From an optimization exercise on the open Yosys and OpenROAD flow, aimed at small area, a short achievable clock period and few clock cycles per item; shortcuts taken in it are not production practice. At most, simulation tests tie the RTL to the original design; equivalence was not proved. Power figures rest on the tool's default switching activity, not on a simulated workload.

## north
==> flow/design.v (excerpt) <==
module cordic #(
    parameter int Width = 16
) (
    input  logic             clk_i,
    input  logic             rst_i,
    input  logic             start_cordic_i,
    input  logic [Width-1:0] x0_i,
    input  logic [Width-1:0] y0_i,
    input  logic [Width-1:0] z0_i,
    output logic [Width-1:0] xn_o,
    output logic [Width-1:0] yn_o,
    output logic [Width-1:0] zn_o,
    output logic             done_tick_cordic_o
);
Settings: LEC_CHECK=0, ABC_AREA=1, CAP_MARGIN=20, CORE_MARGIN=2, CORE_UTILIZATION=40, SETUP_SLACK_MARGIN=2.6, SLEW_MARGIN=20; clock period 5.5 ns.
standard.sh (not shown) runs the stock make flow with config.mk's settings and CLKGATE_MAP_FILE= SYNTH_SCRIPT=/design/flow/synth_recipe.tcl, a recipe that flattens the netlist after the stock synthesis.
==> flow/flow/run.sh <==
#!/bin/bash
# The standard layout (the standard.sh), with two changes:
#  - synthesis maps additions to ordinary logic cells (ADDER_MAP_FILE empty,
#    so Yosys does not extract full/half-adder cells); registers are unchanged;
#  - the port buffers that placement inserts are the smallest buffer cell,
#    sky130_fd_sc_hd__buf_1, instead of the one OpenROAD picks by default.
#    Every input and output port still gets its buffer.
# Full output in standard.log.
set -euo pipefail
export ADDER_MAP_FILE=
export BUFFER_PORTS_ARGS="-buffer_cell sky130_fd_sc_hd__buf_1"
bash standard.sh > standard.log 2>&1
Testbench counts of north, summed over its fixed seeds: cycles 8,200, items 512.
The following lists how south was set up differently from north:
--- a/flow/design.v
+++ b/flow/design.v
@@ -38,41 +38,43 @@
   logic [15:0] x_q, y_q, z_q;
   logic        busy_q;   
   logic        done_q;
   logic neg;
   assign neg = z_q[15];
   logic [15:0] xi, yi;   
-  assign xi = x_q ^ {16{neg}};
-  assign yi = y_q ^ {16{~neg}};
+  logic negx_q, posy_q;
+  assign xi = x_q ^ {16{~posy_q}};
+  assign yi = y_q ^ {16{~negx_q}};
   logic [15:0] xs, ys, az;
   logic [3:0] lo_q, hi_q;
+  logic [3:0] loy_q, hiy_q;   
   logic       last;
   assign last = hi_q[3] & lo_q[2];
   logic [15:0] xl, yl;
   always_comb begin
     xl = 16'd0;
     yl = 16'd0;
     for (int i = 0; i < 4; i++) begin
       xl = xl | ({16{lo_q[i]}} & asr(xi, i));
-      yl = yl | ({16{lo_q[i]}} & asr(yi, i));
+      yl = yl | ({16{loy_q[i]}} & asr(yi, i));
     end
     xs = 16'd0;
     ys = 16'd0;
     for (int i = 0; i < 4; i++) begin
       xs = xs | ({16{hi_q[i]}} & asr(xl, (4 * i)));
-      ys = ys | ({16{hi_q[i]}} & asr(yl, (4 * i)));
+      ys = ys | ({16{hiy_q[i]}} & asr(yl, (4 * i)));
     end
     az = 16'd0;
     for (int i = 0; i < 15; i++) begin
       az = az | ({16{hi_q[i/4] & lo_q[i%4]}} & atan(i));
     end
   end
   logic [15:0] x_d, y_d, z_d, azi;
   logic        cx, cy, cz;
-  assign cx  = ~neg & busy_q;
-  assign cy  = neg & busy_q;
+  assign cx  = ~negx_q & busy_q;
+  assign cy  = ~posy_q & busy_q;
   assign cz  = ~neg & busy_q;
   assign azi = az ^ {16{~neg & busy_q}};
   logic [16:0] x_g0, x_p0;
   assign x_g0 = {x_q & ys, cx};
   assign x_p0 = {x_q ^ ys, 1'b0};
   logic x_g0_, x_p0_;
@@ -410,22 +412,28 @@
   assign z_d[15] = z_p0[16] ^ z_g14_;
   always_ff @(posedge clk_i) begin
     if (start_cordic_i) begin
       x_q <= x0_i;
       y_q <= y0_i;
       z_q <= z0_i;
+      negx_q <= z0_i[15];
+      posy_q <= ~z0_i[15];
     end else begin
       x_q <= x_d;
       y_q <= y_d;
       z_q <= z_d;
+      negx_q <= z_d[15] & busy_q;   
+      posy_q <= ~z_d[15];
     end
   end
   always_ff @(posedge clk_i, posedge rst_i) begin
     if (rst_i) begin
       lo_q   <= 4'd0;
       hi_q   <= 4'd0;
+      loy_q  <= 4'd0;
+      hiy_q  <= 4'd0;
       busy_q <= 1'b0;
       done_q <= 1'b0;
     end else begin
       if (start_cordic_i) begin
         lo_q <= 4'd1;
         hi_q <= 4'd1;
@@ -433,12 +441,22 @@
         lo_q <= 4'd0;
         hi_q <= 4'd0;
       end else begin
         lo_q <= {lo_q[2:0], lo_q[3]};
         if (lo_q[3]) hi_q <= {hi_q[2:0], 1'b0};
       end
+      if (start_cordic_i) begin
+        loy_q <= 4'd1;
+        hiy_q <= 4'd1;
+      end else if (!busy_q || last) begin
+        loy_q <= 4'd0;
+        hiy_q <= 4'd0;
+      end else begin
+        loy_q <= {loy_q[2:0], loy_q[3]};
+        if (loy_q[3]) hiy_q <= {hiy_q[2:0], 1'b0};
+      end
       busy_q <= start_cordic_i || (busy_q && !last);
       done_q <= busy_q && last && !start_cordic_i;
     end
   end
   assign xn_o = x_q;
   assign yn_o = y_q;
Findings:
- Of north and south, the higher length of routed wiring on met1 belongs to south.
- In south, final worst hold slack is lower than in north.
- [south] vertical die dimension rose about 2% relative to north
- Clock group share of total power, north and south, higher one = south.
- Compared with north, south shows width of the die higher by about 2%.
- Changes observed in south relative to north: relative slew slack now larger; maximum vdd ir drop up 9.3%.
For south, only the layout was checked, not whether the RTL still works.

* * *

Starting RTL as in the previous note.
==> flow/config.mk <==
export PLATFORM = sky130hd
export DESIGN_NAME = cordic
export DESIGN_NICKNAME = cordic
export VERILOG_FILES = /design/flow/design.v
export SDC_FILE = /design/flow/constraint.sdc
export NUM_CORES = 4
export LEC_CHECK = 0
export ABC_AREA = 1
export CAP_MARGIN = 20
export CORE_MARGIN = 2
export CORE_UTILIZATION = 60
export SETUP_SLACK_MARGIN = 2.6
export SLEW_MARGIN = 20
==> flow/constraint.sdc <==
create_clock -name core_clock -period 5.5 [get_ports {clk_i}]
set_input_delay 1.1000 -clock core_clock [delete_from_list [all_inputs] [get_ports {clk_i}]]
set_output_delay 1.1000 -clock core_clock [all_outputs]
set_load 0.01 [all_outputs]
Scripts as last shown in full above: flow/flow/run.sh
Testbench counts at the start, summed over its fixed seeds: cycles 8,200, items 512.
Change:
--- a/flow/design.v
+++ b/flow/design.v
@@ -33,24 +33,24 @@
     endcase
   endfunction
   function automatic logic [15:0] asr(input logic [15:0] v, input int k);
     for (int b = 0; b < 16; b++) asr[b] = (b + k > 15) ? v[15] : v[b + k];
   endfunction
   logic [15:0] x_q, y_q, z_q;
   logic        busy_q;   
   logic        done_q;
   logic neg;
   assign neg = z_q[15];
   logic [15:0] xi, yi;   
-  assign xi = x_q ^ {16{neg}};
-  assign yi = y_q ^ {16{~neg}};
+  assign xi = x_q;
+  assign yi = y_q;
   logic [15:0] xs, ys, az;
   logic [3:0] lo_q, hi_q;
   logic       last;
   assign last = hi_q[3] & lo_q[2];
   logic [15:0] xl, yl;
   always_comb begin
     xl = 16'd0;
     yl = 16'd0;
     for (int i = 0; i < 4; i++) begin
       xl = xl | ({16{lo_q[i]}} & asr(xi, i));
       yl = yl | ({16{lo_q[i]}} & asr(yi, i));
@@ -64,25 +64,30 @@
     az = 16'd0;
     for (int i = 0; i < 15; i++) begin
       az = az | ({16{hi_q[i/4] & lo_q[i%4]}} & atan(i));
     end
   end
   logic [15:0] x_d, y_d, z_d, azi;
   logic        cx, cy, cz;
   assign cx  = ~neg & busy_q;
   assign cy  = neg & busy_q;
   assign cz  = ~neg & busy_q;
   assign azi = az ^ {16{~neg & busy_q}};
+  logic [15:0] mxs, mys, xsi, ysi;
+  assign mys = {16{cx}};
+  assign mxs = {16{cy}};
+  assign ysi = ys ^ mys;
+  assign xsi = xs ^ mxs;
   logic [16:0] x_g0, x_p0;
-  assign x_g0 = {x_q & ys, cx};
-  assign x_p0 = {x_q ^ ys, 1'b0};
+  assign x_g0 = {x_q & ysi, cx};
+  assign x_p0 = {x_q ^ ysi, 1'b0};
   logic x_g0_, x_p0_;
   assign x_g0_ = x_g0[1] | (x_p0[1] & x_g0[0]);
   assign x_p0_ = x_p0[1] & x_p0[0];
   logic x_g1_, x_p1_;
   assign x_g1_ = x_g0[3] | (x_p0[3] & x_g0[2]);
   assign x_p1_ = x_p0[3] & x_p0[2];
   logic x_g2_, x_p2_;
   assign x_g2_ = x_g0[5] | (x_p0[5] & x_g0[4]);
   assign x_p2_ = x_p0[5] & x_p0[4];
   logic x_g3_, x_p3_;
   assign x_g3_ = x_g0[7] | (x_p0[7] & x_g0[6]);
@@ -183,24 +188,24 @@
   assign x_d[6] = x_p0[7] ^ x_g18_;
   assign x_d[7] = x_p0[8] ^ x_g19_;
   assign x_d[8] = x_p0[9] ^ x_g24_;
   assign x_d[9] = x_p0[10] ^ x_g25_;
   assign x_d[10] = x_p0[11] ^ x_g26_;
   assign x_d[11] = x_p0[12] ^ x_g27_;
   assign x_d[12] = x_p0[13] ^ x_g28_;
   assign x_d[13] = x_p0[14] ^ x_g29_;
   assign x_d[14] = x_p0[15] ^ x_g30_;
   assign x_d[15] = x_p0[16] ^ x_g31_;
   logic [16:0] y_g0, y_p0;
-  assign y_g0 = {y_q & xs, cy};
-  assign y_p0 = {y_q ^ xs, 1'b0};
+  assign y_g0 = {y_q & xsi, cy};
+  assign y_p0 = {y_q ^ xsi, 1'b0};
   logic y_g0_, y_p0_;
   assign y_g0_ = y_g0[1] | (y_p0[1] & y_g0[0]);
   assign y_p0_ = y_p0[1] & y_p0[0];
   logic y_g1_, y_p1_;
   assign y_g1_ = y_g0[3] | (y_p0[3] & y_g0[2]);
   assign y_p1_ = y_p0[3] & y_p0[2];
   logic y_g2_, y_p2_;
   assign y_g2_ = y_g0[5] | (y_p0[5] & y_g0[4]);
   assign y_p2_ = y_p0[5] & y_p0[4];
   logic y_g3_, y_p3_;
   assign y_g3_ = y_g0[7] | (y_p0[7] & y_g0[6]);
@@ -413,35 +418,35 @@
       x_q <= x0_i;
       y_q <= y0_i;
       z_q <= z0_i;
     end else begin
       x_q <= x_d;
       y_q <= y_d;
       z_q <= z_d;
     end
   end
   always_ff @(posedge clk_i, posedge rst_i) begin
     if (rst_i) begin
-      lo_q   <= 4'd0;
-      hi_q   <= 4'd0;
       busy_q <= 1'b0;
       done_q <= 1'b0;
     end else begin
-      if (start_cordic_i) begin
-        lo_q <= 4'd1;
-        hi_q <= 4'd1;
-      end else if (last) begin
-        lo_q <= 4'd0;
-        hi_q <= 4'd0;
-      end else begin
-        lo_q <= {lo_q[2:0], lo_q[3]};
-        if (lo_q[3]) hi_q <= {hi_q[2:0], 1'b0};
-      end
       busy_q <= start_cordic_i || (busy_q && !last);
       done_q <= busy_q && last && !start_cordic_i;
     end
   end
+  always_ff @(posedge clk_i) begin
+    if (start_cordic_i) begin
+      lo_q <= 4'd1;
+      hi_q <= 4'd1;
+    end else if (!busy_q || last) begin
+      lo_q <= 4'd0;
+      hi_q <= 4'd0;
+    end else begin
+      lo_q <= {lo_q[2:0], lo_q[3]};
+      if (lo_q[3]) hi_q <= {hi_q[2:0], 1'b0};
+    end
+  end
   assign xn_o = x_q;
   assign yn_o = y_q;
   assign zn_o = z_q;
   assign done_tick_cordic_o = done_q;
 endmodule
Effect: The changed run completed without violations. Design area falls slightly. Power came out lower by a few percent. Cell count stays flat. Synthesized cell count went up slightly. Non-clock buffer count falls by 2. Via count falls slightly. Hold slack hardly moves. Sequential power is higher by a little under a tenth. Synthesized area rose slightly. Wire length decreases by a few percent. Critical path depth goes down by 3.
Testbench counts after the change, summed over its fixed seeds: cycles 8,200, items 512.

* * *

Another version of the RTL of cordic (not shown whole).
Size: about 60 flip-flops, ~6600 sq um of cells after synthesis.
==> flow/config.mk <==
export PLATFORM = sky130hd
export DESIGN_NAME = cordic
export DESIGN_NICKNAME = cordic
export VERILOG_FILES = /design/flow/design.v
export SDC_FILE = /design/flow/constraint.sdc
export NUM_CORES = 4
export LEC_CHECK = 0
export ABC_AREA = 1
export CAP_MARGIN = 20
export CORE_MARGIN = 2
export CORE_UTILIZATION = 60
export SETUP_SLACK_MARGIN = 2.6
export SLEW_MARGIN = 20
==> flow/constraint.sdc <==
create_clock -name core_clock -period 5.5 [get_ports {clk_i}]
set_input_delay 1.1000 -clock core_clock [delete_from_list [all_inputs] [get_ports {clk_i}]]
set_output_delay 1.1000 -clock core_clock [all_outputs]
set_load 0.01 [all_outputs]
Scripts as last shown in full above: flow/flow/run.sh
Edit:
--- a/flow/design.v
+++ b/flow/design.v
@@ -61,23 +61,22 @@
       xs = xs | ({16{hi_q[i]}} & asr(xl, (4 * i)));
       ys = ys | ({16{hi_q[i]}} & asr(yl, (4 * i)));
     end
     az = 16'd0;
     for (int i = 0; i < 15; i++) begin
       az = az | ({16{hi_q[i/4] & lo_q[i%4]}} & atan(i));
     end
   end
   logic [15:0] x_d, y_d, z_d, azi;
   logic        cx, cy, cz;
-  logic        cx_q, cy_q;
-  assign cx  = cx_q;
-  assign cy  = cy_q;
+  assign cx  = ~neg & busy_q;
+  assign cy  = neg & busy_q;
   assign cz  = ~neg & busy_q;
   assign azi = az ^ {16{~neg & busy_q}};
   logic [15:0] mxs, mys, xsi, ysi;
   assign mys = {16{cx}};
   assign mxs = {16{cy}};
   assign ysi = ys ^ mys;
   assign xsi = xs ^ mxs;
   logic [16:0] x_g0, x_p0;
   assign x_g0 = {x_q & ysi, cx};
   assign x_p0 = {x_q ^ ysi, 1'b0};
@@ -384,46 +383,34 @@
       y_q <= y0_i;
       z_q <= z0_i;
     end else begin
       x_q <= x_d;
       y_q <= y_d;
       z_q <= z_d;
     end
   end
   always_ff @(posedge clk_i, posedge rst_i) begin
     if (rst_i) begin
+      lo_q   <= 4'd0;
+      hi_q   <= 4'd0;
       busy_q <= 1'b0;
       done_q <= 1'b0;
     end else begin
+      if (start_cordic_i) begin
+        lo_q <= 4'd1;
+        hi_q <= 4'd1;
+      end else if (last) begin
+        lo_q <= 4'd0;
+        hi_q <= 4'd0;
+      end else begin
+        lo_q <= {lo_q[2:0], lo_q[3]};
+        if (lo_q[3]) hi_q <= {hi_q[2:0], 1'b0};
+      end
       busy_q <= start_cordic_i || (busy_q && !last);
       done_q <= busy_q && last && !start_cordic_i;
     end
   end
-  always_ff @(posedge clk_i) begin
-    if (start_cordic_i) begin
-      lo_q <= 4'd1;
-      hi_q <= 4'd1;
-    end else if (!busy_q || last) begin
-      lo_q <= 4'd0;
-      hi_q <= 4'd0;
-    end else begin
-      lo_q <= {lo_q[2:0], lo_q[3]};
-      if (lo_q[3]) hi_q <= {hi_q[2:0], 1'b0};
-    end
-  end
-  always_ff @(posedge clk_i) begin
-    if (start_cordic_i) begin
-      cx_q <= ~z0_i[15];
-      cy_q <= z0_i[15];
-    end else if (!busy_q || last) begin
-      cx_q <= 1'b0;
-      cy_q <= 1'b0;
-    end else begin
-      cx_q <= ~z_d[15];
-      cy_q <= z_d[15];
-    end
-  end
   assign xn_o = x_q;
   assign yn_o = y_q;
   assign zn_o = z_q;
   assign done_tick_cordic_o = done_q;
 endmodule
After rerunning: Clock skew barely changes. Routed wire length came out higher slightly. Cell area came out lower slightly. Maximum frequency came out lower slightly. Count of clock-buffer cells in the layout came out lower by 3.
No functional check of the RTL was part of any run of this note.

* * *

Setup of the baseline:
cordic, a different RTL version from the one above (not shown whole).
Size in the first run: about 58 flip-flops, about 6500 um2 of cells after synthesis.
Design cordic, start of the top module:
module cordic #(
    parameter int Width = 16
) (
    input  logic             clk_i,
    input  logic             rst_i,
    input  logic             start_cordic_i,
    input  logic [Width-1:0] x0_i,
    input  logic [Width-1:0] y0_i,
    input  logic [Width-1:0] z0_i,
    output logic [Width-1:0] xn_o,
    output logic [Width-1:0] yn_o,
    output logic [Width-1:0] zn_o,
    output logic             done_tick_cordic_o
);
Settings: LEC_CHECK=0, ABC_AREA=1, CAP_MARGIN=20, CORE_MARGIN=2, CORE_UTILIZATION=60, SETUP_SLACK_MARGIN=2.6, SLEW_MARGIN=20; clock period 5.5 ns.
Scripts as last shown in full above: flow/flow/run.sh
Here is what was changed in the inputs of the candidate compared with the baseline.
-- flow/design.v --
<<< the baseline, line 46
  logic [15:0] xs, ys, az;
  logic [3:0] lo_q, hi_q;
  logic       last;
  assign last = hi_q[3] & lo_q[2];
>>> the candidate, line 46
  logic [15:0] xs, ys, az;
  logic [3:0] lo_q, hi_q;
  logic [3:0] loy_q, hiy_q;   
  logic       last;
  assign last = hi_q[3] & lo_q[2];
<<< the baseline, line 54
    for (int i = 0; i < 4; i++) begin
      xl = xl | ({16{lo_q[i]}} & asr(xi, i));
      yl = yl | ({16{lo_q[i]}} & asr(yi, i));
    end
    xs = 16'd0;
>>> the candidate, line 55
    for (int i = 0; i < 4; i++) begin
      xl = xl | ({16{lo_q[i]}} & asr(xi, i));
      yl = yl | ({16{loy_q[i]}} & asr(yi, i));
    end
    xs = 16'd0;
<<< the baseline, line 60
    for (int i = 0; i < 4; i++) begin
      xs = xs | ({16{hi_q[i]}} & asr(xl, (4 * i)));
      ys = ys | ({16{hi_q[i]}} & asr(yl, (4 * i)));
    end
    az = 16'd0;
>>> the candidate, line 61
    for (int i = 0; i < 4; i++) begin
      xs = xs | ({16{hi_q[i]}} & asr(xl, (4 * i)));
      ys = ys | ({16{hiy_q[i]}} & asr(yl, (4 * i)));
    end
    az = 16'd0;
<<< the baseline, line 427
  always_ff @(posedge clk_i, posedge rst_i) begin
    if (rst_i) begin
      lo_q   <= 4'd0;
      hi_q   <= 4'd0;
      busy_q <= 1'b0;
      done_q <= 1'b0;
    end else begin
      if (start_cordic_i) begin
        lo_q <= 4'd1;
        hi_q <= 4'd1;
      end else if (last) begin
        lo_q <= 4'd0;
        hi_q <= 4'd0;
      end else begin
        lo_q <= {lo_q[2:0], lo_q[3]};
        if (lo_q[3]) hi_q <= {hi_q[2:0], 1'b0};
      end
      busy_q <= start_cordic_i || (busy_q && !last);
      done_q <= busy_q && last && !start_cordic_i;
    end
  end
>>> the candidate, line 428
  always_ff @(posedge clk_i, posedge rst_i) begin
    if (rst_i) begin
      busy_q <= 1'b0;
      done_q <= 1'b0;
    end else begin
      busy_q <= start_cordic_i || (busy_q && !last);
      done_q <= busy_q && last && !start_cordic_i;
    end
  end
  always_ff @(posedge clk_i) begin
    if (start_cordic_i) begin
      lo_q <= 4'd1;
      hi_q <= 4'd1;
    end else if (!busy_q || last) begin
      lo_q <= 4'd0;
      hi_q <= 4'd0;
    end else begin
      lo_q <= {lo_q[2:0], lo_q[3]};
      if (lo_q[3]) hi_q <= {hi_q[2:0], 1'b0};
    end
  end
  always_ff @(posedge clk_i) begin
    if (start_cordic_i) begin
      loy_q <= 4'd1;
      hiy_q <= 4'd1;
    end else if (!busy_q || (hiy_q[3] & loy_q[2])) begin
      loy_q <= 4'd0;
      hiy_q <= 4'd0;
    end else begin
      loy_q <= {loy_q[2:0], loy_q[3]};
      if (loy_q[3]) hiy_q <= {hiy_q[2:0], 1'b0};
    end
  end
==> comparison <==
On the candidate: simple-gate portion of the synthesized area is 0.86 points higher than what the baseline gave.
Delta (the candidate minus the baseline): total placed instance area saw an increase; final worst slack picked up an extra 69 ps; sequential share of layout area grew by 0.70 points; overall die area climbed about 6.5%; combinational power share lower.
Compared with the baseline, in the candidate part of the total power dissipated in the clock network rose by 4.3 points, first-iteration DRC count saw an increase, final wirelength has decreased, post-layout instance area went up, clock sink count now larger.
No run of this note included a check of the RTL's function; only the layout flow was run.

[port drivers added, routing unchanged]
Ports are ideal in the flow. The routed layouts listed here were re-timed in OpenROAD.
Step 1 assumes that a clkbuf_16 drives the clock port and a buf_2 every other input.
Step 2 also shifts input and output timing later by t, the mid clock arrival at the registers, as if the neighbouring blocks saw the same clock.
a / b / c = no drivers / after step 1 / after step 2; a / b = the first two.
run | shift t [ns] | setup WS [ns] | worst setup path after step 2 | latest minus earliest clock arrival (ns) | worst data-port slew with drivers (ns)
north | 0.390 | 2.846 / 2.846 / 2.685 | input to register | 0.009 / 0.010 | 0.03
south | 0.399 | 2.865 / 2.865 / 2.865 | register to register | 0.010 / 0.010 | 0.05
the first run of note 2 | 0.413 | 2.781 / 2.781 / 2.750 | input to register | 0.010 / 0.010 | 0.03
the second run of note 2 | 0.393 | 2.881 / 2.881 / 2.539 | input to register | 0.006 / 0.006 | 0.03
the first run of note 3 | 0.395 | 2.884 / 2.884 / 2.531 | input to register | 0.015 / 0.015 | 0.03
the second run of note 3 | 0.405 | 2.856 / 2.856 / 2.856 | register to register | 0.015 / 0.015 | 0.03
the baseline | 0.408 | 2.822 / 2.822 / 2.447 | input to register | 0.013 / 0.012 | 0.03
the candidate | 0.382 | 2.890 / 2.890 / 2.634 | input to register | 0.007 / 0.007 | 0.03
After both steps every run listed still meets setup and hold. The setup slack of the baseline, which loses most, moves by 0.000 ns with the drivers and by -0.375 ns with both steps.
